This is an optimization exercise on Yosys and OpenROAD, whose aim is small area, a short achievable clock period and few clock cycles per item, not a production implementation. Only simulation tests tie the RTL to the original design; equivalence was not proved. No activity file was given, so power comes from the tool's default toggle rates.

## run M
==> flow/design.v <==
`timescale 1ns / 1ps
module mul_ctrl
(
    input               clk,
    input               rst_b,
    input               start,
    output reg          done,
    output reg [7:0]    g_addra,
    input      [63:0]   g_douta,
    output reg [7:0]    g_addrb,
    input      [63:0]   g_doutb,
    output reg [6:0]    h_addra,
    input      [13:0]   h_douta,
    output reg          f_wea,
    output reg [7:0]    f_addra,
    output     [63:0]   f_dina,
    input      [63:0]   f_douta
    );
localparam [3:0] IDLE  = 4'd0,
                 FILL1 = 4'd1,
                 FILL2 = 4'd2,
                 FILL3 = 4'd3,
                 RUN1  = 4'd4,   
                 RUN2  = 4'd5,   
                 RUN3  = 4'd6,   
                 RUN4  = 4'd7,   
                 FIN   = 4'd8;   
reg  [13:0] hq;
reg  [3:0]  state;
reg  [7:0]  w;           
wire [7:0]  ph  = hq[13:6];
wire [5:0]  pl  = hq[5:0];
wire        nzl = |pl;
wire        eqw = (ph == w);
wire [8:0]  dm1 = {1'b0, w} + {1'b1, ~ph};           
wire [8:0]  d0  = {1'b0, w} + {1'b1, ~ph} + 9'd1;   
wire        w158 = (w == 8'd158);
wire        p0  = (ph == 8'd0);
wire        split = (eqw & nzl) | (w158 & p0 & (pl <= 6'd12));
wire        sp_b  = (eqw & nzl & (pl <= 6'd51)) | (w158 & p0 & ~nzl);
wire [6:0]  h_inc = (h_addra == 7'd70) ? 7'd0 : h_addra + 7'd1;
wire [6:0]  h_rep = (h_addra < 7'd2) ? h_addra + 7'd69 : h_addra - 7'd2;
wire        last_term  = (h_addra == 7'd2);   
wire        first_term = (h_addra == 7'd3);   
reg  [3:0]  kind;        
reg  [8:0]  dq;          
reg  [5:0]  plq;
reg         ccq;         
reg         spbq;        
reg         firstq;
always @(posedge clk) begin
    if (!rst_b) begin
        state   <= IDLE;
        kind    <= IDLE;
    end
    else begin
        kind    <= state;
        case (state)
            IDLE:
                if (start)
                    state <= FILL1;
            FILL1:
                state <= FILL2;
            FILL2:
                state <= FILL3;
            FILL3:
                state <= RUN1;
            RUN1:
                if (split)
                    state <= RUN2;
                else if (last_term && w158)
                    state <= FIN;
            RUN2:
                state <= RUN3;
            RUN3:
                state <= RUN4;
            RUN4:
                if (last_term && w == 8'd159)
                    state <= FIN;
                else
                    state <= RUN1;
            default:
                state <= IDLE;
        endcase
    end
end
always @(posedge clk) begin
    case (state)
        FILL1:   h_addra <= 7'd1;
        FILL2:   h_addra <= 7'd2;
        FILL3:   h_addra <= 7'd3;
        RUN1:    h_addra <= split ? h_rep : h_inc;
        RUN2, RUN3, RUN4:
                 h_addra <= h_inc;
        default: h_addra <= 7'd0;
    endcase
    if (state == IDLE && start)
        w <= 8'd0;
    else if (state == RUN1 && last_term)
        w <= w + 8'd1;
end
always @(posedge clk) begin
    hq      <= h_douta;
    dq      <= nzl ? dm1 : d0;
    plq     <= pl;
    ccq     <= nzl & (pl <= 6'd51);
    spbq    <= sp_b;
    firstq  <= first_term;
end
wire        neg = dq[8];
wire [7:0]  a   = dq[7:0] + ({8{neg}} & {7'b1001111, ccq});
wire [7:0]  b   = a + 8'd1;
wire [5:0]  o   = ({6{neg}} & 6'd51) - plq;
reg         type_b;      
reg  [5:0]  off1, off2, off3;
reg  [2:0]  off4;
reg         um1, um2, um3;
reg         first1, first2, first3, first4;
always @(posedge clk) begin
    g_addra <= a;
    if (kind == RUN1)
        type_b  <= spbq;
    g_addrb <= (kind == RUN1 && !spbq) ? b : 8'd0;
    um1     <= (kind != RUN1);
    case (kind)
        RUN1:    off1 <= o;
        RUN2:    off1 <= off1 + 6'd13;
        RUN3:    off1 <= type_b ? off1 + 6'd51 : 6'd0;
        default: off1 <= 6'd0;
    endcase
    if (!rst_b)
        first1  <= 1'b0;
    else
        first1  <= (kind == RUN1 && firstq) || kind == FIN;
end
wire        wr = first3 & (w != 8'd0);
always @(posedge clk) begin
    if (!rst_b) begin
        first2  <= 1'b0;
        first3  <= 1'b0;
        f_wea   <= 1'b0;
        done    <= 1'b0;
    end
    else begin
        first2  <= first1;
        first3  <= first2;
        f_wea   <= wr;
        done    <= wr & (state == IDLE);
    end
    f_addra <= wr ? w - 8'd1 : w;
end
wire [127:0] x = {g_douta & {64{~um3}}, g_doutb};
wire [94:0]  y5 = off3[5] ? x[95:1]  : x[127:33];
wire [78:0]  y4 = off3[4] ? y5[78:0] : y5[94:16];
wire [70:0]  y3 = off3[3] ? y4[70:0] : y4[78:8];
reg  [70:0]  ya;
wire [66:0]  y2 = off4[2] ? ya[66:0] : ya[70:4];
wire [64:0]  y1 = off4[1] ? y2[64:0] : y2[66:2];
wire [63:0]  y0 = off4[0] ? y1[63:0] : y1[64:1];
reg  [63:0]  acc;
reg          m158;
wire [63:0]  acc_nx = (first4 ? f_douta : acc) ^ y0;
always @(posedge clk) begin
    off2    <= off1;
    off3    <= off2;
    off4    <= off3[2:0];
    um2     <= um1;
    um3     <= um2;
    first4  <= first3;
    ya      <= y3;
    acc     <= acc_nx & {51'h7_ffff_ffff_ffff, {13{~m158}}};
    if (first3)
        m158 <= w158;
end
assign f_dina = acc;
endmodule
`timescale 1ns / 1ps
module bike_mul
#(  parameter               G_ADDR_W = 8,
    parameter               G_DAT_W = 64,
    parameter               H_ADDR_W = 7,
    parameter               H_DAT_W = 14
    )
(
    input                   clk,
    input                   rst_b,
    input                   start,
    output                  done,
    output [G_ADDR_W-1:0]   g_addra,
    input  [G_DAT_W-1:0]    g_douta,
    output [G_ADDR_W-1:0]   g_addrb,
    input  [G_DAT_W-1:0]    g_doutb,
    output [H_ADDR_W-1:0]   h_addra,
    input  [H_DAT_W-1:0]    h_douta,
    output                  f_wea,
    output [G_ADDR_W-1:0]   f_addra,
    output [G_DAT_W-1:0]    f_dina,
    input  [G_DAT_W-1:0]    f_douta
    );
mul_ctrl mul0_ctrl (
    .clk        (clk),
    .rst_b      (rst_b),
    .start      (start),
    .done       (done),
    .g_addra    (g_addra),
    .g_douta    (g_douta),
    .g_addrb    (g_addrb),
    .g_doutb    (g_doutb),
    .h_addra    (h_addra),
    .h_douta    (h_douta),
    .f_wea      (f_wea),
    .f_addra    (f_addra),
    .f_dina     (f_dina),
    .f_douta    (f_douta)
    );
endmodule
Settings: LEC_CHECK=0, CAP_MARGIN=20, CORE_MARGIN=2, CORE_UTILIZATION=40, PLACE_DENSITY=0.6, SETUP_SLACK_MARGIN=5, SLEW_MARGIN=20; clock period 8.0 ns.
standard.sh (not shown) runs the stock make flow with config.mk's settings and CLKGATE_MAP_FILE= SYNTH_SCRIPT=/design/flow/synth_recipe.tcl, a recipe that flattens the netlist after the stock synthesis.
==> flow/flow/run.sh <==
#!/bin/bash
# The standard layout, with the port buffers made of buf_1 cells instead of
# the clkdlybuf4s50_1 cells buffer_ports picks by default, a clock tree
# without dummy loads, and repair_timing aiming at a 2.7 ns cycle.
set -euo pipefail
bash standard.sh "BUFFER_PORTS_ARGS=-buffer_cell sky130_fd_sc_hd__buf_1" \
  "CTS_ARGS=-sink_clustering_enable -repair_clock_nets -dont_use_dummy_load" \
  "SETUP_SLACK_MARGIN=5.3" \
  finish > standard_flow.log 2>&1
Testbench counts of run M, summed over its fixed seeds: cycles 207,147, mults 18.
Setup changes, run M to run Z
-- flow/design.v --
<<< run M, line 95
        default: h_addra <= 7'd0;
    endcase
    if (state == IDLE && start)
        w <= 8'd0;
    else if (state == RUN1 && last_term)
>>> run Z, line 95
        default: h_addra <= 7'd0;
    endcase
    if (state == IDLE)
        w <= 8'd0;
    else if (state == RUN1 && last_term)
<<< run M, line 113
wire [5:0]  o   = ({6{neg}} & 6'd51) - plq;
reg         type_b;      
reg  [5:0]  off1, off2, off3;
reg  [2:0]  off4;
>>> run Z, line 113
wire [5:0]  o   = ({6{neg}} & 6'd51) - plq;
reg         type_b;      
reg         nowr;        
reg  [5:0]  off1, off2, off3;
reg  [2:0]  off4;
<<< run M, line 134
        first1  <= (kind == RUN1 && firstq) || kind == FIN;
end
wire        wr = first3 & (w != 8'd0);
always @(posedge clk) begin
    if (!rst_b) begin
>>> run Z, line 135
        first1  <= (kind == RUN1 && firstq) || kind == FIN;
end
always @(posedge clk) begin
    if (!rst_b) begin
<<< run M, line 145
        first2  <= first1;
        first3  <= first2;
        f_wea   <= wr;
        done    <= wr & (state == IDLE);
    end
    f_addra <= wr ? w - 8'd1 : w;
end
wire [127:0] x = {g_douta & {64{~um3}}, g_doutb};
>>> run Z, line 145
        first2  <= first1;
        first3  <= first2;
        f_wea   <= first3 & ~nowr;
        done    <= first3 & ~nowr & (state == IDLE);
        if (state == IDLE && start)
            nowr <= 1'b1;
        else if (first3)
            nowr <= 1'b0;
        if (first3 & ~nowr)
            f_addra <= f_addra - 8'd1;
        else if ((kind == RUN1 && firstq) || kind == FIN)
            f_addra <= w;
    end
end
wire [127:0] x = {g_douta & {64{~um3}}, g_doutb};
<<< run M, line 171
    acc     <= acc_nx & {51'h7_ffff_ffff_ffff, {13{~m158}}};
    if (first3)
        m158 <= w158;
end
assign f_dina = acc;
>>> run Z, line 178
    acc     <= acc_nx & {51'h7_ffff_ffff_ffff, {13{~m158}}};
    if (first3)
        m158 <= (f_addra == 8'd158);
end
assign f_dina = acc;
==> notes.md <==
Run Z: flow completed, timing, DRC and antenna clean
Summary of run Z over run M: simple-gate portion of the synthesized area up 0.54 points, number of nets produced by synthesis up 28, met2 layer usage reported by global route up 1.0 points.
Taking run M as the reference, in run Z non-filler instance count after layout higher, per-cell routed wire length has decreased, area of the die went up, critical path depth closely matched the old numbers.
Testbench counts of run Z, summed over its fixed seeds: cycles 207,147, mults 18.

========
// bike_mul: RTL as listed in full above, without the edits since
==> flow/config.mk <==
export PLATFORM = sky130hd
export DESIGN_NAME = bike_mul
export DESIGN_NICKNAME = bike_mul
export VERILOG_FILES = /design/flow/design.v
export SDC_FILE = /design/flow/constraint.sdc
export NUM_CORES = 4
export LEC_CHECK = 0
export CAP_MARGIN = 20
export CORE_MARGIN = 2
export CORE_UTILIZATION = 40
export PLACE_DENSITY = 0.6
export SETUP_SLACK_MARGIN = 5
export SLEW_MARGIN = 20
==> flow/constraint.sdc <==
create_clock -name core_clock -period 8.0 [get_ports {clk}]
set_input_delay 1.6000 -clock core_clock [delete_from_list [all_inputs] [get_ports {clk}]]
set_output_delay 1.6000 -clock core_clock [all_outputs]
set_load 0.01 [all_outputs]
==> flow/flow/run.sh <==
#!/bin/bash
# The standard layout, with the port buffers made of buf_1 cells instead of
# the clkdlybuf4s50_1 cells buffer_ports picks by default, a clock tree
# without dummy loads and with clusters of up to 24 sinks, and repair_timing aiming at a 2.7 ns cycle.
set -euo pipefail
bash standard.sh "BUFFER_PORTS_ARGS=-buffer_cell sky130_fd_sc_hd__buf_1" \
  "CTS_ARGS=-sink_clustering_enable -repair_clock_nets -dont_use_dummy_load -sink_clustering_size 24 -sink_clustering_max_diameter 80" \
  "SETUP_SLACK_MARGIN=5.3" \
  finish > standard_flow.log 2>&1
Testbench counts at the start, summed over its fixed seeds: cycles 207,147, mults 18.
Edit:
--- a/flow/design.v
+++ b/flow/design.v
@@ -39,8 +39,11 @@
 wire        split = (eqw & nzl) | (w158 & p0 & (pl <= 6'd12));
 wire        sp_b  = (eqw & nzl & (pl <= 6'd51)) | (w158 & p0 & ~nzl);
-wire [6:0]  h_inc = (h_addra == 7'd70) ? 7'd0 : h_addra + 7'd1;
-wire [6:0]  h_rep = (h_addra < 7'd2) ? h_addra + 7'd69 : h_addra - 7'd2;
-wire        last_term  = (h_addra == 7'd2);   
-wire        first_term = (h_addra == 7'd3);   
+reg  [6:0]  hn;
+reg  [6:0]  h_nx;
+wire [6:0]  hc    = ~hn;
+wire [6:0]  h_inc = (hc == 7'd70) ? 7'd0 : hc + 7'd1;
+wire [6:0]  h_rep = (hc < 7'd2) ? hc + 7'd69 : hc - 7'd2;
+wire        last_term  = (hc == 7'd2);   
+wire        first_term = (hc == 7'd3);   
 reg  [3:0]  kind;        
 reg  [8:0]  dq;          
@@ -85,14 +88,18 @@
     end
 end
-always @(posedge clk) begin
+always @(*) begin
     case (state)
-        FILL1:   h_addra <= 7'd1;
-        FILL2:   h_addra <= 7'd2;
-        FILL3:   h_addra <= 7'd3;
-        RUN1:    h_addra <= split ? h_rep : h_inc;
+        FILL1:   h_nx = 7'd1;
+        FILL2:   h_nx = 7'd2;
+        FILL3:   h_nx = 7'd3;
+        RUN1:    h_nx = split ? h_rep : h_inc;
         RUN2, RUN3, RUN4:
-                 h_addra <= h_inc;
-        default: h_addra <= 7'd0;
+                 h_nx = h_inc;
+        default: h_nx = 7'd0;
     endcase
+end
+always @(posedge clk) begin
+    h_addra <= h_nx;
+    hn      <= ~h_nx;
     if (state == IDLE && start)
         w <= 8'd0;
Effect: Maximum frequency climbs slightly; total power climbs by a few percent; clock-buffer cell count is unchanged; synthesized cell count climbs slightly; critical path depth does not change; setup slack gains 35 ps; final area climbs slightly.
Testbench counts after the change, summed over its fixed seeds: cycles 207,147, mults 18.

[afterwards: timing with drivers on the ports]
The flow's constraints put no driver on any port. The routed layouts listed below were extracted and timed again, unchanged, in two steps. Step 1, drivers: a clkbuf_16 drives clk and a buf_2 each remaining input, both assumed. Step 2, shift: input delay + t, output delay - t, t = (earliest + latest rising clock arrival at the registers) / 2. This alone moves slack from input paths to output paths. Slacks: no drivers / after step 1 / after step 2; pairs: no drivers / after step 1.
| run | t (ns) | setup WS [ns] | slew at the worst register clock pin (ns) | worst data-port slew with drivers (ns) |
|---|---|---|---|---|
| run M | 0.578 | 5.281 / 5.230 / 5.240 | 0.06 / 0.06 | 0.09 |
| run Z | 0.585 | 5.250 / 5.201 / 4.950 | 0.06 / 0.06 | 0.11 |
| the first run of note 2 | 0.532 | 5.329 / 5.277 / 5.271 | 0.09 / 0.09 | 0.09 |
| the second run of note 2 | 0.532 | 5.364 / 5.315 / 5.245 | 0.09 / 0.09 | 0.10 |
After both steps every run listed still meets setup and hold. The setup slack of run Z, which loses most, moves by -0.049 ns with the drivers and by -0.300 ns with both steps.
